This design comes from an exercise in tuning for small area and a short achievable clock period on the open sky130 flow, not from production work. Only simulation tests tie the RTL to the original design; equivalence was not proved. In every run shown here, the design's own scripts or RTL, not TritonCTS, make the clock network. The clock input has no modelled driver; a real chip could not lean on it and would need a root buffer or a full tree. No activity file was given, so power comes from the tool's default toggle rates.

==> flow/design.v, too long to show whole: its modules and the start of the top module <==
// module top: 2369 lines
module top( clk, in_num1, in_num2, out_num);
  // ...
==> flow/flow/run.sh <==
#!/bin/bash
# Standard synthesis, then two netlist passes, each checked for equivalence
# with the standard netlist by Yosys before it is used:
#   fapol.py    removes the inverters that Yosys's full-adder extraction
#               leaves around fa cells (flips full adders, writes half adders
#               as gates)
#   conerep.py  rebuilds the final adder (registers -> out_num) as a
#               Han-Carlson adder and the 3A adder (in_num1 -> t_q) as a
#               Brent-Kung adder, in AOI/OAI cells, and the partial products
#               and adder tree (first -> second registers) cell by cell, from
#               the description gen.py (a copy of gen/gen.py) writes
# then the standard layout from that netlist, with buf_2 port buffers and a
# two-level clock network (post_cts.tcl).  Registers are untouched.
# Each tool's output goes to a log file of its own in the work folder.
set -euo pipefail
W=$(pwd)
R=$W/orfs/results/$FLOW_PLATFORM/top/base
LIB=$FLOW_HOME/platforms/$FLOW_PLATFORM/lib/sky130_fd_sc_hd__tt_025C_1v80.lib

bash standard.sh synth > $W/flow_synth.log 2>&1
cp $R/1_2_yosys.v $W/netlist_standard.v

check() {  # check NAME NETLIST: equivalence of NETLIST with the standard netlist
  sed -e "s#@LIB@#$LIB#g" -e "s#@GOLD@#$W/netlist_standard.v#" -e "s#@GATE@#$2#" \
    flow/eq.ys > $W/eq_$1.ys
  yosys -l $W/flow_equiv_$1.log $W/eq_$1.ys > /dev/null 2>&1
}

CUR=$W/netlist_standard.v
if python3 flow/fapol.py $CUR $W/netlist_fapol.v > $W/flow_fapol.log 2>&1 \
   && check fapol $W/netlist_fapol.v; then
  CUR=$W/netlist_fapol.v
else
  echo "fapol not used" >> $W/flow_fapol.log
fi
if python3 flow/gen.py sk $W/cone_spec.json hc > $W/gen_rtl.v 2> $W/flow_gen.log \
   && python3 flow/conerep.py $CUR $W/cone_spec.json $W/netlist_conerep.v > $W/flow_conerep.log 2>&1 \
   && check conerep $W/netlist_conerep.v; then
  CUR=$W/netlist_conerep.v
else
  echo "conerep not used" >> $W/flow_conerep.log
fi
echo "layout netlist: $CUR" > $W/flow_netlist.log
if [[ $CUR != $W/netlist_standard.v ]]; then
  cp $CUR $R/1_2_yosys.v
  rm -f $R/1_synth.odb $R/1_synth.sdc
fi

export BUFFER_PORTS_ARGS="-buffer_cell sky130_fd_sc_hd__buf_2"
export POST_CTS_TCL=$W/flow/post_cts.tcl
bash standard.sh finish > $W/flow_layout.log 2>&1
==> flow/flow/eq.ys <==
read_liberty -ignore_miss_func @LIB@
read_verilog @GOLD@
rename top gold
read_verilog @GATE@
rename top gate
flatten gold gate
hierarchy -check
rename -hide w:* w:*.IQ %d i:* %d o:* %d
equiv_make gold gate equiv
hierarchy -top equiv
opt_clean
equiv_simple -seq 1
equiv_status -assert
==> flow/flow/fapol.py <==
#!/usr/bin/env python3
"""Remove inverters around full-adder cells in a flat sky130 gate netlist.

A full adder is self-dual: FA(~a,~b,~c) = (~cout, ~sum).  Yosys's extract_fa
often leaves an FA working in the opposite polarity to its neighbours, with
inverters on its inputs and outputs.  This pass chooses, for every fa_* cell,
whether to flip it (complement all its inputs and outputs) so that the number
of signals that need an inverter is smallest, then rebuilds the inverters.
Registers, ports and every other cell keep their names and functions.

usage: fapol.py in.v out.v
"""
import re
import sys
import random

src = open(sys.argv[1]).read()

inst_re = re.compile(r'^  (sky130_fd_sc_hd__\w+)\s+(\S+)\s*\((.*?)\);\n', re.S | re.M)
pin_re = re.compile(r'\.(\w+)\(\s*(.*?)\s*\)(?=,|\s*$)', re.S)

OUTPINS = {'X', 'Y', 'Q', 'Q_N', 'SUM', 'COUT', 'HI', 'LO'}

insts = []   # [type, name, [(pin, net)], start, end]
for m in inst_re.finditer(src):
    typ, name, body = m.group(1), m.group(2), m.group(3)
    pins = [(p, n.strip()) for p, n in pin_re.findall(body)]
    insts.append([typ, name, pins, m.start(), m.end()])

driver = {}          # net -> inst index
loads = {}           # net -> [(inst index, pin)]
for i, (typ, name, pins, _, _) in enumerate(insts):
    for p, n in pins:
        if p in OUTPINS:
            driver[n] = i
        else:
            loads.setdefault(n, []).append((i, p))

def is_inv(i):
    return re.match(r'sky130_fd_sc_hd__(inv|clkinv)_\d+$', insts[i][0]) is not None

def is_fa(i):
    return re.match(r'sky130_fd_sc_hd__fa_\d+$', insts[i][0]) is not None

def is_ha(i):
    return re.match(r'sky130_fd_sc_hd__ha_\d+$', insts[i][0]) is not None

# nets that are ports or otherwise referenced outside cells (assign statements)
body_wo_insts = inst_re.sub('', src)
port_like = set()
for tok in re.findall(r'assign\s+(.*?);', body_wo_insts, re.S):
    for n in re.findall(r'(\\\S+ |[A-Za-z_][\w\[\]]*)', tok):
        port_like.add(n.strip())
m = re.search(r'module\s+\w+\s*\((.*?)\);', src, re.S)
ports = [p.strip() for p in m.group(1).split(',')]
decl = {}
for d, rng, names in re.findall(r'^\s*(input|output)\s*(\[\d+:\d+\])?\s*(.*?);', src, re.M):
    for nm in names.split(','):
        nm = nm.strip()
        if rng:
            hi, lo = map(int, rng[1:-1].split(':'))
            for b in range(min(hi, lo), max(hi, lo) + 1):
                port_like.add(f'{nm}[{b}]')
        port_like.add(nm)

def base_of(net):
    """(base net, inversion) following inverter chains backwards."""
    inv = 0
    while net in driver and is_inv(driver[net]) and net not in port_like:
        i = driver[net]
        a = dict(insts[i][2])['A']
        net = a
        inv ^= 1
    return net, inv

# every inverter whose output is not a port is removable: its loads are
# re-expressed against the base signal.
removable = set(i for i in range(len(insts)) if is_inv(i)
                and dict(insts[i][2])['Y'] not in port_like)

# consumers: base net -> list of (consumer inst or None for port, pin, inv)
consumers = {}
for i, (typ, name, pins, _, _) in enumerate(insts):
    if i in removable:
        continue
    for p, n in pins:
        if p in OUTPINS:
            continue
        b, inv = base_of(n)
        consumers.setdefault(b, []).append((i, p, inv))
for n in port_like:
    if n in driver and not (is_inv(driver[n]) and driver[n] in removable):
        pass
# ports driven through removable inverters cannot happen (excluded above)

fa_idx = [i for i in range(len(insts)) if is_fa(i)]
ha_idx = [i for i in range(len(insts)) if is_ha(i)]
flip = {i: 0 for i in fa_idx}
hflip = {}                      # HA output net -> flip
for i in ha_idx:
    for p, n in insts[i][2]:
        if p in OUTPINS:
            hflip[n] = 0

def base_flip(b):
    if b in hflip:
        return hflip[b]
    i = driver.get(b)
    if i is not None and i in flip:
        return flip[i]
    return 0

def need_inv(b):
    """True if base net b needs an inverter under the current flips."""
    fb = base_flip(b)
    for (i, p, inv) in consumers.get(b, []):
        if i in ha_set:
            continue            # a half adder takes either polarity
        fc = flip.get(i, 0)
        if inv ^ fb ^ fc:
            return True
    return False
ha_set = set(ha_idx)

# nets touched by each FA
fa_nets = {}
for i in fa_idx:
    s = set()
    for p, n in insts[i][2]:
        if p in OUTPINS:
            s.add(n)
        else:
            s.add(base_of(n)[0])
    fa_nets[i] = s

def cost_nets(nets):
    return sum(1 for b in nets if need_inv(b))

all_bases = set(consumers.keys())
before = sum(1 for i in removable)
start = cost_nets(all_bases)

# cells whose outputs are ports keep their polarity
pinned = set()
for i in fa_idx + ha_idx:
    for p, n in insts[i][2]:
        if p in OUTPINS and n in port_like:
            pinned.add(i)
            if n in hflip:
                hflip[n] = None
pinned_nets = set(n for n, v in hflip.items() if v is None)
for n in pinned_nets:
    hflip[n] = 0

random.seed(1)
improved = True
rounds = 0
while improved and rounds < 50:
    improved = False
    rounds += 1
    order = fa_idx[:]
    random.shuffle(order)
    for i in order:
        if i in pinned:
            continue
        nets = fa_nets[i]
        c0 = cost_nets(nets)
        flip[i] ^= 1
        c1 = cost_nets(nets)
        if c1 < c0:
            improved = True
        else:
            flip[i] ^= 1
    for b in hflip:
        if b in pinned_nets:
            continue
        c0 = cost_nets([b])
        hflip[b] ^= 1
        c1 = cost_nets([b])
        if c1 < c0:
            improved = True
        else:
            hflip[b] ^= 1
end = cost_nets(all_bases)
print(f'inverters before {before} (signals {start}), after {end}, '
      f'flipped {sum(flip.values())} of {len(fa_idx)} FAs, {len(ha_idx)} HAs as gates', file=sys.stderr)

# rebuild
newinv = {}
lines = []
cnt = 0
def inv_net(b):
    global cnt
    if b not in newinv:
        cnt += 1
        newinv[b] = f'_fapol_n{cnt}_'
    return newinv[b]

def esc(n):
    return n + ' ' if n.startswith('\\') else n

def cell(typ, name, conns):
    body = ',\n'.join(f'    .{p}({esc(n)})' for p, n in conns)
    return f'  sky130_fd_sc_hd__{typ} {name} (\n{body}\n  );\n'

def ha_gates(i, name, pins):
    """A half adder as two gates that take the base nets directly."""
    d = dict(pins)
    (ba, ia), (bb, ib) = base_of(d['A']), base_of(d['B'])
    ia ^= base_flip(ba)
    ib ^= base_flip(bb)
    co, so = d['COUT'], d['SUM']
    oc, os_ = hflip[co], hflip[so]
    res = ''
    if ia == ib:
        # cout = (A^ia) & (B^ia), output inverted if oc
        typ = {(0, 0): 'and2_1', (0, 1): 'nand2_1', (1, 0): 'nor2_1', (1, 1): 'or2_1'}[(ia, oc)]
        res += cell(typ, name + '_c', [('A', ba), ('B', bb), ('X' if typ in ('and2_1', 'or2_1') else 'Y', co)])
    else:
        if ia:                  # !A & B
            na, pb = ba, bb
        else:
            na, pb = bb, ba
        if not oc:              # nor2b: Y = !A & B_N
            res += cell('nor2b_1', name + '_c', [('A', na), ('B_N', pb), ('Y', co)])
        else:                   # nand2b: Y = A_N | !B
            res += cell('nand2b_1', name + '_c', [('A_N', na), ('B', pb), ('Y', co)])
    if ia ^ ib ^ os_:
        res += cell('xnor2_1', name + '_s', [('A', ba), ('B', bb), ('Y', so)])
    else:
        res += cell('xor2_1', name + '_s', [('A', ba), ('B', bb), ('X', so)])
    return res

out = []
pos = 0
for i, (typ, name, pins, st, en) in enumerate(insts):
    out.append(src[pos:st])
    pos = en
    if i in removable:
        continue
    if i in ha_set:
        out.append(ha_gates(i, name, pins))
        continue
    newpins = []
    for p, n in pins:
        if p in OUTPINS:
            newpins.append((p, n))
            continue
        b, inv = base_of(n)
        if i not in removable:
            fb = base_flip(b)
            fc = flip.get(i, 0)
            if inv ^ fb ^ fc:
                newpins.append((p, inv_net(b)))
            else:
                newpins.append((p, b))
    body = ',\n'.join(f'    .{p}({esc(n)})' for p, n in newpins)
    out.append(f'  {typ} {name} (\n{body}\n  );\n')
out.append(src[pos:])
res = ''.join(out)
add = []
decl_w = []
for b, n in newinv.items():
    decl_w.append(f'  wire {n};\n')
    add.append(f'  sky130_fd_sc_hd__inv_1 {n}inv (\n    .A({esc(b)}),\n    .Y({n})\n  );\n')
k = res.rindex('endmodule')
res = res[:k] + ''.join(add) + res[k:]
# declare new wires after the module header's port declarations
k = res.index(';', res.index('module')) + 2
res = res[:k] + ''.join(decl_w) + res[k:]
open(sys.argv[2], 'w').write(res)
==> flow/flow/gen.py <==
#!/usr/bin/env python3
"""Generate rtl/mult.v: a 32x32 unsigned multiplier with two-edge latency.

Edge 1 registers A, 3A and one-hot radix-4 digit selects of B.  Between the
edges: radix-4 partial products (digits 0..3 select 0, A, 2A, 3A) and a
Dadda tree of full and half adders, with the earliest bits of each column
taken first, down to two rows, registered at edge 2.  The two rows are
added after that register.  Partial products and the tree are kept
inverted (a full adder is self-dual; a half adder on inverted bits is
an OR and an XNOR).

usage: python3 gen.py > ../rtl/mult.v
"""
import sys

ADDER = sys.argv[1] if len(sys.argv) > 1 else 'plus'

N = 32
ROWS = N // 2
PPW = N + 2
W = 2 * N

# delay model (ns), sky130hd fa_1 worst edge, latest input on CIN
D_SUM = (0.56, 0.53, 0.51)
D_CARRY = (0.44, 0.42, 0.39)
HA_S, HA_C = 0.35, 0.30
D_PP = 0.40

out = []
emit = out.append
TREE = {"pp": [], "fa": [], "ha": [], "outs": []}

emit("`timescale 1ns / 1ps")
emit("")
emit("// 32x32 unsigned multiplier, two-edge latency, one result per cycle.")
emit("// Edge 1 registers A, 3A and one-hot radix-4 digit selects of B.")
emit("// Between the edges: partial products (digits 0..3 select 0, A, 2A, 3A)")
emit("// and a Dadda adder tree down to two rows, registered at edge 2.  The")
emit("// two rows are added after it.  Partial products and the tree are kept")
emit("// inverted (a full adder is self-dual).  Generated by gen/gen.py.")
emit("")
emit("module top( clk, in_num1, in_num2, out_num);")
emit("    input clk;")
emit("    input [31:0] in_num1;")
emit("    input [31:0] in_num2;")
emit("    output [63:0] out_num;")
emit("")
emit("    reg [31:0] a_q;")
emit("    reg [33:1] t_q;                 // 3A (bit 0 equals a_q[0])")
emit("    reg [15:0] s1, s2, s3;          // digit k of B is 1, 2 or 3")
emit("")
emit("    wire [33:0] t_d = {2'b00, in_num1} + {1'b0, in_num1, 1'b0};")
emit("")
emit("    integer i;")
emit("    always @(posedge clk) begin")
emit("        a_q <= in_num1;")
emit("        t_q <= t_d[33:1];")
emit("        for (i = 0; i < 16; i = i + 1) begin")
emit("            s1[i] <= ~in_num2[2*i+1] &  in_num2[2*i];")
emit("            s2[i] <=  in_num2[2*i+1] & ~in_num2[2*i];")
emit("            s3[i] <=  in_num2[2*i+1] &  in_num2[2*i];")
emit("        end")
emit("    end")
emit("")
emit("    wire [33:0] t = {t_q, a_q[0]};")
emit("")
emit("    // inverted partial products: pK_J has weight 2^(2K+J)")

cols = [[] for _ in range(W)]
for k in range(ROWS):
    for j in range(PPW):
        c = 2 * k + j
        if c >= W:
            continue
        terms = []
        tt = []
        if j < N:
            tt.append([f"s1[{k}]", f"a_q[{j}]"])
            terms.append(f"(~s1[{k}] | ~a_q[{j}])")
        if 1 <= j <= N:
            tt.append([f"s2[{k}]", f"a_q[{j-1}]"])
            terms.append(f"(~s2[{k}] | ~a_q[{j-1}])")
        tt.append([f"s3[{k}]", f"t_q[{j}]" if j > 0 else "a_q[0]"])
        terms.append(f"(~s3[{k}] | ~t[{j}])")
        TREE["pp"].append({"out": f"p{k}_{j}", "terms": tt})
        name = f"p{k}_{j}"
        emit(f"    wire {name} = {' & '.join(terms)};")
        cols[c].append((D_PP, name))

emit("")
emit("    // Dadda tree (inverted domain)")
hs = [2]
while hs[-1] * 3 // 2 < max(len(x) for x in cols):
    hs.append(hs[-1] * 3 // 2)
nfa = nha = 0
for h in reversed(hs):
    nxt = [[] for _ in range(W)]
    for c in range(W):
        cur = sorted(cols[c])
        while len(cur) + len(nxt[c]) > h:
            ex = len(cur) + len(nxt[c]) - h
            if ex >= 2 and len(cur) >= 3:
                (ta, a), (tb, b), (tc, cc) = cur[:3]
                del cur[:3]
                s, co = f"fs{nfa}", f"fc{nfa}"
                nfa += 1
                emit(f"    wire {s} = {a} ^ {b} ^ {cc};")
                TREE["fa"].append({"a": a, "b": b, "c": cc, "s": s, "co": co})
                emit(f"    wire {co} = ({a} & {b}) | ({a} & {cc}) | ({b} & {cc});")
                ts = max(ta + D_SUM[0], tb + D_SUM[1], tc + D_SUM[2])
                tco = max(ta + D_CARRY[0], tb + D_CARRY[1], tc + D_CARRY[2])
            elif len(cur) >= 2:
                (ta, a), (tb, b) = cur[:2]
                del cur[:2]
                s, co = f"hs{nha}", f"hc{nha}"
                nha += 1
                emit(f"    wire {s} = ~({a} ^ {b});")
                TREE["ha"].append({"a": a, "b": b, "s": s, "co": co})
                emit(f"    wire {co} = {a} | {b};")
                ts = max(ta, tb) + HA_S
                tco = max(ta, tb) + HA_C
            else:
                break
            nxt[c].append((ts, s))
            if c + 1 < W:
                nxt[c + 1].append((tco, co))
        nxt[c].extend(cur)
    cols = nxt

tmax = max(t for col in cols for t, _ in col)
r1 = [c for c in range(W) if len(cols[c]) >= 1]
r2 = [c for c in range(W) if len(cols[c]) >= 2]
emit("")
emit(f"    // {nfa} full adders, {nha} half adders, modelled tree delay {tmax:.2f} ns")
emit(f"    reg [{len(r1)-1}:0] x_q;         // complement of the two rows")
emit(f"    reg [{len(r2)-1}:0] y_q;")
emit("    always @(posedge clk) begin")
for i, c in enumerate(r1):
    emit(f"        x_q[{i}] <= {cols[c][0][1]};")
    TREE["outs"].append([cols[c][0][1], f"x_q[{i}]"])
for i, c in enumerate(r2):
    emit(f"        y_q[{i}] <= {cols[c][1][1]};")
    TREE["outs"].append([cols[c][1][1], f"y_q[{i}]"])
emit("    end")
emit("")
xs, ys = [], []
for c in reversed(range(W)):
    xs.append(f"~x_q[{r1.index(c)}]" if c in r1 else "1'b0")
    ys.append(f"~y_q[{r2.index(c)}]" if c in r2 else "1'b0")
emit("    wire [63:0] x = {" + ", ".join(xs) + "};")
emit("    wire [63:0] y = {" + ", ".join(ys) + "};")
if ADDER == 'plus':
    emit("    assign out_num = x + y;")
else:
    # explicit prefix adder
    emit("    wire [63:0] g0 = x & y;")
    emit("    wire [63:0] p0 = x ^ y;")
    lvl = 0
    g, p = "g0", "p0"
    d = 1
    while d < 64:
        lvl += 1
        emit(f"    wire [63:0] g{lvl}, p{lvl};")
        for i in range(64):
            if ADDER == 'ks':
                j = i - d
            else:  # sklansky
                j = (i // (2 * d)) * (2 * d) + d - 1 if (i // d) % 2 == 1 else -1
            if j >= 0:
                emit(f"    assign g{lvl}[{i}] = g{lvl-1}[{i}] | (p{lvl-1}[{i}] & g{lvl-1}[{j}]);")
                emit(f"    assign p{lvl}[{i}] = p{lvl-1}[{i}] & p{lvl-1}[{j}];")
            else:
                emit(f"    assign g{lvl}[{i}] = g{lvl-1}[{i}];")
                emit(f"    assign p{lvl}[{i}] = p{lvl-1}[{i}];")
        d *= 2
    emit(f"    assign out_num = p0 ^ {{g{lvl}[62:0], 1'b0}};")
emit("")
emit("endmodule")
print("\n".join(out))
if len(sys.argv) > 2:
    # the adders that flow/conerep.py rebuilds: the final adder (its operand
    # registers hold the complements of the two rows) and 3A = A + 2A
    import json
    fin = {"name": "final", "arch": sys.argv[3] if len(sys.argv) > 3 else "ks", "width": W,
           "x": [[c, {"ff_q": f"x_q[{i}]"}, 1] for i, c in enumerate(r1)],
           "y": [[c, {"ff_q": f"y_q[{i}]"}, 1] for i, c in enumerate(r2)],
           "outs": [[c, {"port": f"out_num[{c}]"}] for c in range(W)]}
    t3 = {"name": "times3", "arch": "bk", "width": 34,
          "x": [[i, {"port": f"in_num1[{i}]"}, 0] for i in range(32)],
          "y": [[i, {"port": f"in_num1[{i-1}]"}, 0] for i in range(1, 33)],
          "outs": [[k, {"ff_d": f"t_q[{k}]"}] for k in range(1, 34)]}
    json.dump({"adders": [fin, t3], "tree": TREE}, open(sys.argv[2], "w"))
==> flow/flow/post_cts.tcl <==
# Sourced by ORFS cts.tcl after clock_tree_synthesis and its timing repair
# (POST_CTS_TCL).  Rebuilds the clock network with two balanced levels of
# clkbuf_16: the clock port drives 4 root buffers, each drives 5 leaf
# buffers, each leaf drives one cluster of at most 13 registers.  CTS built
# three levels; two give a lower insertion delay for every register alike.

proc flat_clock_tree { nbuf master_name {nroot 0} {root_name ""} } {
  set block [ord::get_db_block]
  set db [ord::get_db]
  set master [$db findMaster $master_name]
  set clk_net [$block findNet clk]

  # registers: every CLK pin in the design
  set sinks {}
  foreach inst [$block getInsts] {
    set it [$inst findITerm CLK]
    if { $it != "NULL" } {
      lappend sinks $it
    }
  }
  # old clock buffers: instances driven (directly or not) from the clock net
  set old {}
  foreach inst [$block getInsts] {
    set m [[$inst getMaster] getName]
    if { [string match "sky130_fd_sc_hd__clkbuf_*" $m] || [string match "sky130_fd_sc_hd__clkinv_*" $m] } {
      set a [$inst findITerm A]
      if { $a != "NULL" && [$a getNet] != "NULL" } {
        set n [$a getNet]
        if { [$n getSigType] == "CLOCK" } {
          lappend old $inst
        }
      }
    }
  }
  # k-means on register locations
  set pts {}
  foreach it $sinks {
    set bb [[$it getInst] getBBox]
    lappend pts [list [expr {([$bb xMin] + [$bb xMax]) / 2.0}] [expr {([$bb yMin] + [$bb yMax]) / 2.0}]]
  }
  set n [llength $pts]
  set cents {}
  for { set k 0 } { $k < $nbuf } { incr k } {
    lappend cents [lindex $pts [expr {int(($k + 0.5) * $n / $nbuf)}]]
  }
  # seed by sorted x then y for a stable start
  set sorted [lsort -real -index 0 $pts]
  set cents {}
  for { set k 0 } { $k < $nbuf } { incr k } {
    lappend cents [lindex $sorted [expr {int(($k + 0.5) * $n / $nbuf)}]]
  }
  # capacitated k-means: each cluster takes at most cap registers; points
  # are assigned in order of how much they lose by not getting their
  # nearest centre
  set cap [expr {($n + $nbuf - 1) / $nbuf + 1}]
  for { set iter 0 } { $iter < 30 } { incr iter } {
    set cand {}
    set idx 0
    foreach p $pts {
      set ds {}
      for { set k 0 } { $k < $nbuf } { incr k } {
        set c [lindex $cents $k]
        lappend ds [list $k [expr {abs([lindex $p 0] - [lindex $c 0]) + abs([lindex $p 1] - [lindex $c 1])}]]
      }
      set ds [lsort -real -index 1 $ds]
      set regret [expr {[lindex $ds 1 1] - [lindex $ds 0 1]}]
      lappend cand [list $idx $regret $ds]
      incr idx
    }
    set cand [lsort -real -decreasing -index 1 $cand]
    set fill [lrepeat $nbuf 0]
    set assign [lrepeat $n 0]
    foreach cd $cand {
      foreach kd [lindex $cd 2] {
        set k [lindex $kd 0]
        if { [lindex $fill $k] < $cap } {
          lset assign [lindex $cd 0] $k
          lset fill $k [expr {[lindex $fill $k] + 1}]
          break
        }
      }
    }
    set sx [lrepeat $nbuf 0.0]
    set sy [lrepeat $nbuf 0.0]
    set sc [lrepeat $nbuf 0]
    set i 0
    foreach p $pts {
      set k [lindex $assign $i]
      lset sx $k [expr {[lindex $sx $k] + [lindex $p 0]}]
      lset sy $k [expr {[lindex $sy $k] + [lindex $p 1]}]
      lset sc $k [expr {[lindex $sc $k] + 1}]
      incr i
    }
    for { set k 0 } { $k < $nbuf } { incr k } {
      if { [lindex $sc $k] > 0 } {
        lset cents $k [list [expr {[lindex $sx $k] / [lindex $sc $k]}] [expr {[lindex $sy $k] / [lindex $sc $k]}]]
      }
    }
  }
  puts "clock clusters: $sc"
  # remove the old tree
  set old_nets {}
  foreach inst $old {
    set z [$inst findITerm X]
    if { $z == "NULL" } { set z [$inst findITerm Y] }
    if { [$z getNet] != "NULL" } { lappend old_nets [$z getNet] }
  }
  # dummy loads CTS hung on its nets (cells other than registers and the
  # old buffers) go too, or their inputs would float
  set dummies {}
  foreach net $old_nets {
    foreach it [$net getITerms] {
      set inst [$it getInst]
      if { [$inst findITerm CLK] == "NULL" && [lsearch -exact $old $inst] < 0
           && [lsearch -exact $dummies $inst] < 0 } {
        lappend dummies $inst
      }
    }
  }
  foreach it $sinks { $it disconnect }
  foreach inst $dummies { odb::dbInst_destroy $inst }
  foreach inst $old { odb::dbInst_destroy $inst }
  foreach net $old_nets {
    if { [$net getName] != "clk" } { odb::dbNet_destroy $net }
  }
  # new buffers
  set bufs {}
  for { set k 0 } { $k < $nbuf } { incr k } {
    set inst [odb::dbInst_create $block $master "clkbuf_flat_$k"]
    set net [odb::dbNet_create $block "clknet_flat_$k"]
    $net setSigType CLOCK
    [$inst findITerm A] connect $clk_net
    [$inst findITerm X] connect $net
    set c [lindex $cents $k]
    $inst setLocation [expr {int([lindex $c 0])}] [expr {int([lindex $c 1])}]
    $inst setPlacementStatus PLACED
    lappend bufs $net
  }
  set i 0
  foreach it $sinks {
    $it connect [lindex $bufs [lindex $assign $i]]
    incr i
  }
  if { $nroot > 0 } {
    # a root level: nroot buffers on the clock port, each driving the leaf
    # buffers nearest to it (leaves split by x)
    set order [lsort -integer -indices [lmap c $cents {expr {int([lindex $c 0])}}]]
    set per [expr {($nbuf + $nroot - 1) / $nroot}]
    for { set r 0 } { $r < $nroot } { incr r } {
      if { $root_name == "" } { set root_name $master_name }
      set inst [odb::dbInst_create $block [$db findMaster $root_name] "clkbuf_flat_root_$r"]
      set net [odb::dbNet_create $block "clknet_flat_root_$r"]
      $net setSigType CLOCK
      [$inst findITerm A] connect $clk_net
      [$inst findITerm X] connect $net
      set sx 0.0
      set sy 0.0
      set cnt 0
      foreach k [lrange $order [expr {$r * $per}] [expr {($r + 1) * $per - 1}]] {
        set leaf [$block findInst "clkbuf_flat_$k"]
        [$leaf findITerm A] disconnect
        [$leaf findITerm A] connect $net
        set c [lindex $cents $k]
        set sx [expr {$sx + [lindex $c 0]}]
        set sy [expr {$sy + [lindex $c 1]}]
        incr cnt
      }
      $inst setLocation [expr {int($sx / $cnt)}] [expr {int($sy / $cnt)}]
      $inst setPlacementStatus PLACED
    }
  }
  puts "flat clock tree: [llength $old] old buffers and [llength $dummies] dummy loads removed, $nbuf $master_name added for $n registers"
}

flat_clock_tree 20 sky130_fd_sc_hd__clkbuf_16 4 sky130_fd_sc_hd__clkbuf_16
set result [catch { detailed_placement } msg]
if { $result != 0 } {
  error "Detailed placement failed after the clock rebuild: $msg"
}
estimate_parasitics -placement
report_clock_latency
repair_timing_helper
set result [catch { detailed_placement } msg]
if { $result != 0 } {
  error "Detailed placement failed after the clock rebuild: $msg"
}
check_placement -verbose
==> flow/standard.sh <==
#!/bin/bash
# synth_recipe.tcl (not shown) runs the flow's synth.tcl, then flattens the netlist and writes it again
# the make line also repeats each setting of config.mk as NAME=value (left out here)
make -C /OpenROAD-flow-scripts/flow DESIGN_CONFIG=/design/flow/config.mk WORK_HOME=/design/flow/orfs CLKGATE_MAP_FILE= SYNTH_SCRIPT=/design/flow/synth_recipe.tcl "${@:-finish}"
==> flow/config.mk <==
export PLATFORM = sky130hd
export DESIGN_NAME = top
export DESIGN_NICKNAME = top
export VERILOG_FILES = /design/flow/design.v
export SDC_FILE = /design/flow/constraint.sdc
export NUM_CORES = 4
export LEC_CHECK = 0
export CAP_MARGIN = 20
export CELL_PAD_IN_SITES_DETAIL_PLACEMENT = 1
export CORE_MARGIN = 2
export CORE_UTILIZATION = 30
export CTS_CLUSTER_DIAMETER = 150
export CTS_CLUSTER_SIZE = 40
export PLACE_DENSITY = 0.45
export SETUP_SLACK_MARGIN = 4.4
export SLEW_MARGIN = 20
==> flow/constraint.sdc <==
create_clock -name core_clock -period 8.5 [get_ports {clk}]
set_input_delay 1.7000 -clock core_clock [delete_from_list [all_inputs] [get_ports {clk}]]
set_output_delay 1.7000 -clock core_clock [all_outputs]
set_load 0.01 [all_outputs]
Not shown: flow/flow/conerep.py
==> impl_metrics.yaml, run 1 <==
finish:
  regArea_um2: 5100
  largest_registers: "x_q (64), y_q (61), t_q (33)"
die:
  fp.dieH_um: 283
  start_util_pct: 30.2
sta:
  rsz0062_at_grt: "true"
  hold_ws_ns: 0.685
  fin_ws_ns: 4.34
  fin_crit_sh_pct: 48.9
yosys:
  yosysWarnings: 1
routing:
  wl_met3_um: 19000
  dr.first_iter.drc_count: 6174
  via_per_inst: 7.00
  dr.pass1.iters: 20
critical_path:
  reg2reg_to: "y_q[26]"
  worstPathCellList: "a222oi_1, or2_1, fa_1, fa_1, fa_1, fa_1, fa_1"
  endpoint_kind: "register"
run_status:
  status: "finished clean"
power:
  intPower_uw: 6800
  power_frac_clock_pct: 6.4
  switchingPower_uw: 7760
global_routing:
  grt-busiest-layer: "met2"
  antenna_found_initial: 7
  grt_pass1_wl_um: 181000
worst_hold_path:
  hold_path_end: "x_q[63]"
placed_design:
  numPortBuffers: 128
==> run 2, diff against run 1 <==
--- a/flow/config.mk
+++ b/flow/config.mk
@@ -9,8 +9,6 @@
 export CELL_PAD_IN_SITES_DETAIL_PLACEMENT = 1
 export CORE_MARGIN = 2
 export CORE_UTILIZATION = 30
-export CTS_CLUSTER_DIAMETER = 150
-export CTS_CLUSTER_SIZE = 40
 export PLACE_DENSITY = 0.45
-export SETUP_SLACK_MARGIN = 4.4
+export SETUP_SLACK_MARGIN = 4.25
 export SLEW_MARGIN = 20
==> impl_metrics.yaml, run 2 <==
run_status:
  status: "finished clean"
clock_network:
  insertion_delay_ns: 0.35
  clk_pin_slew_ns: 0.07
  clock-sinks: 238
finish:
  instances_no_fill: 3378
  layout-drive-gt1-share_pct: 27.9
  syn2layout_area_growth_pct: 22.2
  fillers: 8484
  largest_registers: "x_q (64), y_q (61), t_q (33)"
  final_area_um2: 28400
  finalNetCount: 2822
  final_common_cell: "a222oi_1"
  top_register: "x_q"
  layout_common_cells: "a222oi_1, fa_1, xor2_1"
  largest_reg_flops: 64
critical_path:
  endpoint_kind: "register"
  cp_max_fo: 34
  path_class: "reg2reg"
  start_kind: "register"
  cp_slowest_stage_delay_ns: 1.04
  r2r_start: "s3[7]"
  crit_start: "s3[7]"
  crit_slowest_cell: "dfxtp_2"
  cp_data_required_time_ns: 8.66
  cpMostUsedCell: "fa_1"
  worstPathCellList: "a222oi_1, fa_1, fa_1, fa_1, fa_1, fa_1"
  worstPathArrival_ns: 4.40
global_routing:
  grt_pass1_vias: 25800
  antenna_found_initial: 7
  track_usage_pct: 30.5
  grt_max_degree: 49
  gr-total-overflow: 0
  grt_pass1_wl_um: 178000
sta:
  setup_viol: 0
  finalHoldViolations: 0
  worst_pin_slew_ns: 1.19
  hold_ws_ns: 0.721
  max_slew_margin_pct: 20.8
  report.final.slew_viol_count: 0
  max_freq_mhz: 236
  post-route-min-period_ns: 4.24
  setup-tns-final_ns: 0
  rsz0062_at_grt: "false"
  clock_skew_ns: 0.0377
  fin_crit_sh_pct: 49.9
placed_design:
  numPortBuffers: 128
  placedCellCount: 3314
  dp.final_hpwl_um: 75700
  postPlaceCellArea_um2: 25800
  gp_congestion: 0.919
yosys:
  netlist_instances: 2083
  syn_area_um2: 23300
  yosysWarnings: 1
  postSynthAreaPerCell_um2: 11.2
  synthesis.nets: 2567
routing:
  drc: 0
  dr.pass1.iters: 17
  wl_per_cell_um: 36.8
  via_per_inst: 7.03
  drtAntennaViolNets: 0
  dr.first_iter.drc_count: 6407
  wl_um: 124000
  vias: 23800
die:
  core_um2: 77100
  start_util_pct: 30.2
  dieArea_um2: 79800
  fp.dieH_um: 283
  ioPinCount: 129
  die_width_um: 283
  rows: 102
power:
  p_per_area_nw_per_um2: 490
  vdd_drop_max_mv: 0.283
  leakagePower_uw: 0.00930
worst_hold_path:
  hold_path_class: "reg2reg"
  min-delay-start: "t_q[33]"
flow_run:
  max-cap-violations: 0
[run 2: changes by cell type in the layout (fill, tap and decap cells not counted), sizes merged]
cell	before	now
diode	0	2
clkbuf	26	24
buf	277	231
[run 2: metrics by stage]
| stage | total power, µW | utilization [%] | setup slack, ns |
|---|---|---|---|
| final | 13900 | 36.9 | 4.26 |
| after global routing | 14800 | 36.9 | 4.25 |
| after detailed placement | 11300 | 33.4 | 3.76 |
| after global placement | 11200 | 33.4 | 3.77 |
| after floorplan | 6800 | - | 4.37 |
[run 2: layout make-up]
type	instances	area [µm²]	share of cell area (%)
Antenna cell	2	5.00	0.0176
Buffer	24	601	2.11
Inverter	27	101	0.356
Multi-Input combinational cell	1816	20000	70.4
Sequential cell	238	4980	17.5
Tap cell	1040	1300	4.57
Timing Repair Buffer	231	1430	5.01
[run 2: power breakdown]
group	internal [µW]	switching [µW]	total [µW]
Sequential	1630	555	2180
Clock	499	425	924
Combinational	4300	6550	10800
Total	6420	7530	13900
[run 2: critical path, delay by kind of cell, from the launching register on]
kind / cells / cell delay (ns)
AOI/OAI and AO/OA: 1 / 0.32
adders and majority gates: 5 / 2.64
DFF: 1 / 1.04
[run 2: worst paths after layout]
path | depth (start not counted) | slack [ns] | to
max | 6 | 4.26 | y_q[41]
min | 2 | 0.72 | x_q[63]
max reg2reg | 6 | 4.26 | y_q[41]
min reg2reg | 2 | 0.72 | x_q[63]
[run 2: per-layer routing]
| metal | GRT usage [%] | routed length (µm) | vias to the layer above | share of wire, % |
|---|---|---|---|---|
| met4 | 14.0 | 6650 | 8 | 5.4 |
| met5 | 0.122 | 84 | - | 0.068 |
| met2 | 47.2 | 54900 | 2158 | 44 |
| met3 | 11.4 | 18600 | 456 | 15 |
| li1 | - | - | 9053 | - |
| met1 | 37.6 | 44100 | 12100 | 35 |
==> run 3, diff against run 2 <==
--- a/flow/config.mk
+++ b/flow/config.mk
@@ -10,5 +10,5 @@
 export CORE_MARGIN = 2
 export CORE_UTILIZATION = 30
 export PLACE_DENSITY = 0.45
-export SETUP_SLACK_MARGIN = 4.25
+export SETUP_SLACK_MARGIN = 4.1
 export SLEW_MARGIN = 20
==> impl_metrics.yaml, run 3 <==
run_status:
  status: "finished clean"
global_routing:
  grt_util_met1_pct: 37.7
  gr-total-overflow: 0
  grt_pass1_wl_um: 176000
  grt-busiest-layer: "met2"
  met2_usage_pct: 46.2
  track_usage_pct: 30.3
  grt_pass1_vias: 25500
  grt_max_degree: 49
  gr-usage-met3_pct: 11.3
  antenna_found_initial: 7
clock_network:
  clk_pin_slew_ns: 0.07
  insertion_delay_ns: 0.35
  clock-sinks: 238
finish:
  layout_common_cells: "a222oi_1, fa_1, nand2_1"
  antennaDiodeCount: 0
  largest_reg_flops: 64
  layout-drive-gt1-share_pct: 17.5
  top_register: "x_q"
  largest_registers: "x_q (64), y_q (61), t_q (33)"
  final_common_cell: "a222oi_1"
  finalNetCount: 2798
  syn2layout_area_growth_pct: 16.4
  instances_no_fill: 3352
sta:
  fin_crit_sh_pct: 51.4
  rsz0062_at_grt: "true"
  fin_ws_ns: 4.13
  finalHoldViolations: 0
  report.final.slew_viol_count: 0
  max_freq_mhz: 229
  post-route-min-period_ns: 4.37
  setup_viol: 0
  worst_pin_slew_ns: 1.23
  max_slew_margin_pct: 17.8
  clock_skew_ns: 0.0397
  hold_ws_ns: 0.716
  setup-tns-final_ns: 0
yosys:
  yosysWarnings: 1
  syn_area_um2: 23300
  postSynthAreaPerCell_um2: 11.2
  netlist_instances: 2083
  synthesis.nets: 2567
critical_path:
  worstPathArrival_ns: 4.55
  crit_start: "s2[12]"
  cp_max_fo: 32
  reg2reg_slack_ns: 4.13
  r2r_cells: 7
  reg2reg_to: "y_q[35]"
  endpoint_kind: "register"
  r2r_start: "s2[12]"
  path_class: "reg2reg"
  cp_data_required_time_ns: 8.68
  start_kind: "register"
  worstSetupEndpoint: "y_q[35]"
placed_design:
  preCtsSetupSlack_ns: 3.76
  placedCellCount: 3314
  dp.final_hpwl_um: 75700
  gp_congestion: 0.919
  numPortBuffers: 128
routing:
  vias: 23600
  dr.first_iter.drc_count: 6511
  wl_per_cell_um: 36.9
  via_per_inst: 7.05
  wl_um: 124000
  dr.pass1.iters: 17
  drtAntennaViolNets: 0
  drc: 0
die:
  ioPinCount: 129
  dieArea_um2: 79800
  fp.dieH_um: 283
  core_um2: 77100
  die_width_um: 283
  rows: 102
  start_util_pct: 30.2
power:
  p_per_area_nw_per_um2: 479
  vdd_drop_max_mv: 0.271
  leakagePower_uw: 0.00894
  finalPower_uw: 13000
flow_run:
  max-cap-violations: 0
worst_hold_path:
  hold_path_class: "reg2reg"
-- run 3: area by class of cell --
type	instances	area (µm²)
sequential	238	4860
inverter	27	101
fill	8594	50000
tap	1040	1300
timing repair buffer	207	1230
buffer	24	601
multi-input combinational	1816	19000
-- run 3: where the power goes --
| part | internal (µW) | switching, µW |
|---|---|---|
| sequential | 1600 | 526 |
| clock | 499 | 425 |
| combinational | 3880 | 6050 |
-- run 3: how the worst min path moves through the flow --
stage	startpoint	end	slack (ns)	depth (start not counted)
floorplan	t_q[33]	x_q[63]	0.53	1
global placement	t_q[33]	x_q[63]	0.65	2
finish	t_q[33]	x_q[63]	0.72	2
global route	t_q[33]	x_q[63]	0.73	2
detailed placement	t_q[33]	x_q[63]	0.65	2
-- run 3: metal layers --
| metal | vias up | share of wire, % |
|---|---|---|
| met1 | 12000 | 36 |
| li1 | 8999 | - |
| met3 | 476 | 15 |
| met2 | 2132 | 44 |
| met5 | - | 0.045 |
| met4 | 8 | 5.5 |
-- run 3: critical path, stage by stage (launching register included) --
cell and delay (ns):
dfxtp_2 0.98, a222oi_1 0.24, fa_1 0.58, fa_1 0.44, fa_1 0.49, fa_1 0.40
fa_1 0.54, fa_1 0.47
-- run 3: metrics by stage --
stage	util, %	cell area (µm²)
finish	35.1	27100
global route	35.1	27100
detailed placement	33.4	25800
global placement	33.4	25800
floorplan	-	23300
==> run 4, diff against run 3 <==
--- a/flow/config.mk
+++ b/flow/config.mk
@@ -10,5 +10,5 @@
 export CORE_MARGIN = 2
 export CORE_UTILIZATION = 30
 export PLACE_DENSITY = 0.45
-export SETUP_SLACK_MARGIN = 4.1
+export SETUP_SLACK_MARGIN = 3.9
 export SLEW_MARGIN = 20
==> impl_metrics.yaml, run 4 <==
placed_design:
  gp_congestion: 0.919
  numPortBuffers: 128
  dp.final_hpwl_um: 75700
  preCtsSetupSlack_ns: 3.76
yosys:
  postSynthAreaPerCell_um2: 11.2
  yosysWarnings: 1
  netlist_instances: 2083
  synthesis.nets: 2567
  syn_area_um2: 23300
clock_network:
  insertion_delay_ns: 0.35
  clock-sinks: 238
  clk_pin_slew_ns: 0.07
routing:
  drtAntennaViolNets: 0
  dr.first_iter.drc_count: 6584
  dr.pass1.iters: 17
  wl_um: 123000
  wl_per_cell_um: 36.7
  drc: 0
  vias: 23500
  via_per_inst: 7.03
sta:
  setup_viol: 0
  worst_pin_slew_ns: 1.23
  finalHoldViolations: 0
  fin_crit_sh_pct: 52.7
  report.final.slew_viol_count: 0
  fin_ws_ns: 4.02
  post-route-min-period_ns: 4.48
  clock_skew_ns: 0.0396
  setup-tns-final_ns: 0
  max_slew_margin_pct: 18.2
  max_freq_mhz: 223
  rsz0062_at_grt: "false"
finish:
  regArea_um2: 4840
  syn2layout_area_growth_pct: 14.7
  largest_registers: "x_q (64), y_q (61), t_q (33)"
  finalNetCount: 2794
  layout-drive-gt1-share_pct: 14.4
  multi_input_area_um2: 18700
  top_register: "x_q"
  fillers: 8639
  largest_reg_flops: 64
  antennaDiodeCount: 0
  final_common_cell: "a222oi_1"
  layout_common_cells: "a222oi_1, fa_1, nand2_1"
die:
  ioPinCount: 129
  dieArea_um2: 79800
  core_um2: 77100
  start_util_pct: 30.2
  rows: 102
  fp.dieH_um: 283
  die_width_um: 283
worst_hold_path:
  hold_path_class: "reg2reg"
critical_path:
  worstPathCellList: "a222oi_1, fa_1, fa_1, fa_1, fa_1, fa_1, fa_1"
  cp_data_required_time_ns: 8.68
  path_class: "reg2reg"
  start_kind: "register"
  worstPathArrival_ns: 4.65
  endpoint_kind: "register"
  reg2reg_to: "y_q[35]"
  cp_slowest_stage_delay_ns: 1.02
  crit_start: "s3[13]"
  cp_max_fo: 34
  r2r_cells: 7
  worstSetupEndpoint: "y_q[35]"
  r2r_start: "s3[13]"
  cpMostUsedCell: "fa_1"
  reg2reg_slack_ns: 4.02
  crit_slowest_cell: "dfxtp_2"
power:
  leakagePower_uw: 0.00886
  p_per_area_nw_per_um2: 475
  vdd_drop_max_mv: 0.273
global_routing:
  grt_max_degree: 49
  gr-total-overflow: 0
  grt_pass1_vias: 25400
  antenna_found_initial: 7
  gr-usage-met3_pct: 11.4
  grt-busiest-layer: "met2"
  grt_util_met1_pct: 37.4
  track_usage_pct: 30.1
  grt_pass1_wl_um: 175000
  met2_usage_pct: 45.7
run_status:
  status: "finished clean"
flow_run:
  max-cap-violations: 0
-- run 4: through the flow --
step                utilization [%]  hold WS (ns)  area (µm²)  instances  total power (µW)
floorplan                         -         0.531       23300       2083              6800
global placement               33.4         0.648       25800       3314             11200
detailed placement             33.4         0.652       25800       3314             11300
global route                   34.6         0.732       26700       3348             13500
finish                         34.6         0.716       26700       3348             12700
-- run 4: cell type report --
type                    count  share of cell area, %
repair buffers            203                   4.51
plain buffers              24                   2.25
multi-input cells        1816                   69.9
inverters                  27                  0.380
well taps                1040                   4.87
flip-flops and latches    238                   18.1
-- run 4: worst min-delay path by stage --
stage | start | end | slack (ns) | depth (start not counted)
after global routing | t_q[33] | x_q[63] | 0.73 | 2
after global placement | t_q[33] | x_q[63] | 0.65 | 2
final | t_q[33] | x_q[63] | 0.72 | 2
after detailed placement | t_q[33] | x_q[63] | 0.65 | 2
after floorplan | t_q[33] | x_q[63] | 0.53 | 1
-- run 4: report_power, final --
part	internal [µW]	switching [µW]
Clock	499	425
Sequential	1590	521
Combinational	3750	5880
-- run 4: metal layers --
| metal | vias up | share of wire (%) | wire length [µm] |
|---|---|---|---|
| li1 | 8996 | - | - |
| met1 | 11900 | 36 | 43900 |
| met2 | 2150 | 43 | 53000 |
| met3 | 486 | 15 | 18700 |
| met4 | 8 | 6.0 | 7410 |
| met5 | - | 0.072 | 89 |
-- run 4: critical path: cells and delay by family (launching register included) --
kind                       cells  cell delay [ns]
AOI/OAI and AO/OA              1             0.32
adders and majority gates      6             2.91
DFF                            1             1.02
==> run 5, diff against run 4 <==
--- a/flow/config.mk
+++ b/flow/config.mk
@@ -5,10 +5,10 @@
 export SDC_FILE = /design/flow/constraint.sdc
 export NUM_CORES = 4
 export LEC_CHECK = 0
-export CAP_MARGIN = 20
+export CAP_MARGIN = 10
 export CELL_PAD_IN_SITES_DETAIL_PLACEMENT = 1
 export CORE_MARGIN = 2
 export CORE_UTILIZATION = 30
 export PLACE_DENSITY = 0.45
 export SETUP_SLACK_MARGIN = 3.9
-export SLEW_MARGIN = 20
+export SLEW_MARGIN = 10
==> impl_metrics.yaml, run 5 <==
finish:
  layout-drive-gt1-share_pct: 14.3
  final_common_cell: "a222oi_1"
  finalNetCount: 2794
  syn2layout_area_growth_pct: 14.7
  top_register: "x_q"
  largest_registers: "x_q (64), y_q (61), t_q (33)"
  instances_no_fill: 3348
  antennaDiodeCount: 0
  layout_common_cells: "a222oi_1, fa_1, nand2_1"
  largest_reg_flops: 64
critical_path:
  start_kind: "register"
  critPathTopFamily: "adder cells"
  cp_slowest_stage_delay_ns: 1.04
  cp_max_fo: 34
  cp_data_required_time_ns: 8.68
  crit_slowest_cell: "dfxtp_2"
  worstPathCellList: "a222oi_1, fa_1, fa_1, fa_1, fa_1, fa_1, fa_1"
  path_class: "reg2reg"
  cpMostUsedCell: "fa_1"
  endpoint_kind: "register"
  worstPathArrival_ns: 4.67
  critPathBufInv: 0
global_routing:
  grt_max_degree: 49
  gr-total-overflow: 0
  antenna_found_initial: 7
  grt_pass1_wl_um: 175000
  track_usage_pct: 30.1
  grt_pass1_vias: 25400
yosys:
  postSynthAreaPerCell_um2: 11.2
  syn_area_um2: 23300
  synthesis.nets: 2567
  yosysWarnings: 1
  netlist_instances: 2083
die:
  start_util_pct: 30.2
  rows: 102
  die_width_um: 283
  dieArea_um2: 79800
  fp.dieH_um: 283
  core_um2: 77100
  ioPinCount: 129
sta:
  fin_crit_sh_pct: 52.9
  worst_pin_slew_ns: 1.40
  rsz0062_at_grt: "false"
  finalHoldViolations: 0
  max_slew_margin_pct: 6.29
  max_freq_mhz: 222
  report.final.slew_viol_count: 0
  post-route-min-period_ns: 4.50
  clock_skew_ns: 0.0416
  setup-tns-final_ns: 0
  setup_viol: 0
routing:
  drc: 0
  dr.first_iter.drc_count: 6523
  dr.pass1.iters: 16
  wl_per_cell_um: 36.8
  wl_um: 123000
  drtAntennaViolNets: 0
  vias: 23600
  via_per_inst: 7.05
power:
  combPwrFrac_pct: 76.0
  vdd_drop_max_mv: 0.267
  switchingPower_uw: 6820
  p_sw_share_pct: 53.8
  power_frac_clock_pct: 7.3
  intPower_uw: 5840
  p_per_area_nw_per_um2: 474
  finalPower_uw: 12700
  p_seq_share_pct: 16.7
  leakagePower_uw: 0.00886
clock_network:
  clock-sinks: 238
  clk_pin_slew_ns: 0.07
  insertion_delay_ns: 0.35
placed_design:
  placedCellCount: 3314
  numPortBuffers: 128
  gp_congestion: 0.919
  dp.final_hpwl_um: 75700
worst_hold_path:
  hold_path_class: "reg2reg"
flow_run:
  max-cap-violations: 0
run_status:
  status: "finished clean"
==> run 5: changes by cell type in the layout (fill, tap and decap cells not counted) <==
cell / change
dfxtp_1: +1
dfxtp_2: -1
==> run 5: path summary, 6_finish.rpt <==
path,startpoint,to,slack (ns),cells past startpoint
worst max-delay path,s3[13],y_q[35],4.00,7
worst min-delay path,t_q[33],x_q[63],0.71,2
worst max register to register,s3[13],y_q[35],4.00,7
worst min register to register,t_q[33],x_q[63],0.71,2
==> run 5: layout make-up <==
type	count	area [µm²]
timing repair buffer	203	1200
sequential	238	4840
inverter	27	101
buffer	24	601
multi-input combinational	1816	18700
fill	8640	50400
tap	1040	1300
==> run 5: power by group through the flow <==
stage | Sequential [µW] | Combinational (µW) | Clock, µW
after floorplan | 2020 | 4780 | 0
after global routing | 2150 | 10300 | 992
after detailed placement | 2110 | 9180 | 0
final | 2120 | 9620 | 925
after global placement | 2080 | 9100 | 0
==> run 5: metrics by stage <==
| step | cell area, µm² | worst slack [ns] | util [%] | hold WS (ns) |
|---|---|---|---|---|
| floorplan | 23300 | 4.37 | - | 0.531 |
| finish | 26700 | 4.00 | 34.6 | 0.715 |
| global placement | 25800 | 3.77 | 33.4 | 0.648 |
| detailed placement | 25800 | 3.76 | 33.4 | 0.652 |
| global route | 26700 | 3.95 | 34.6 | 0.732 |
==> run 5: tightest hold or removal path, stage by stage, from the launching register on <==
cell and delay [ns]:
dfxtp_1 0.30, buf_4 0.23, nand2_1 0.11
==> run 5: routing by layer <==
metal | GRT usage (%) | share of wire, %
met5 | 0.122 | 0.072
met4 | 15.3 | 5.8
met3 | 11.4 | 15
met2 | 45.7 | 43
met1 | 37.4 | 36

re-timing with driven ports:
In the flow no input, the clock included, has a driving cell. The finished layouts below were timed again as built, in two steps. Step 1 (the two cells are an assumption about what drives the block):
set clk [get_ports {clk}]
set_driving_cell -lib_cell sky130_fd_sc_hd__clkbuf_16 $clk
set_driving_cell -lib_cell sky130_fd_sc_hd__buf_2 [delete_from_list [all_inputs] $clk]
Step 2, shift: input delay + t, output delay - t, t = (earliest + latest rising clock arrival at the registers) / 2. This alone moves slack from input paths to output paths. a / b / c = no drivers / after step 1 / after step 2; a / b = the first two.
run	t (ns)	setup slack, ns	clock arrival spread, ns
run 1	0.457	4.344 / 4.296 / 4.344	0.038 / 0.038
run 2	0.441	4.262 / 4.262 / 4.260	0.038 / 0.037
run 3	0.457	4.130 / 4.117 / 4.130	0.040 / 0.039
run 4	0.453	4.024 / 4.008 / 4.024	0.040 / 0.040
run 5	0.456	4.003 / 4.003 / 4.003	0.042 / 0.042
After both steps setup and hold are still met in every run listed. The setup slack of run 2, which loses most, moves by 0.000 ns with the drivers and by -0.002 ns with both steps.
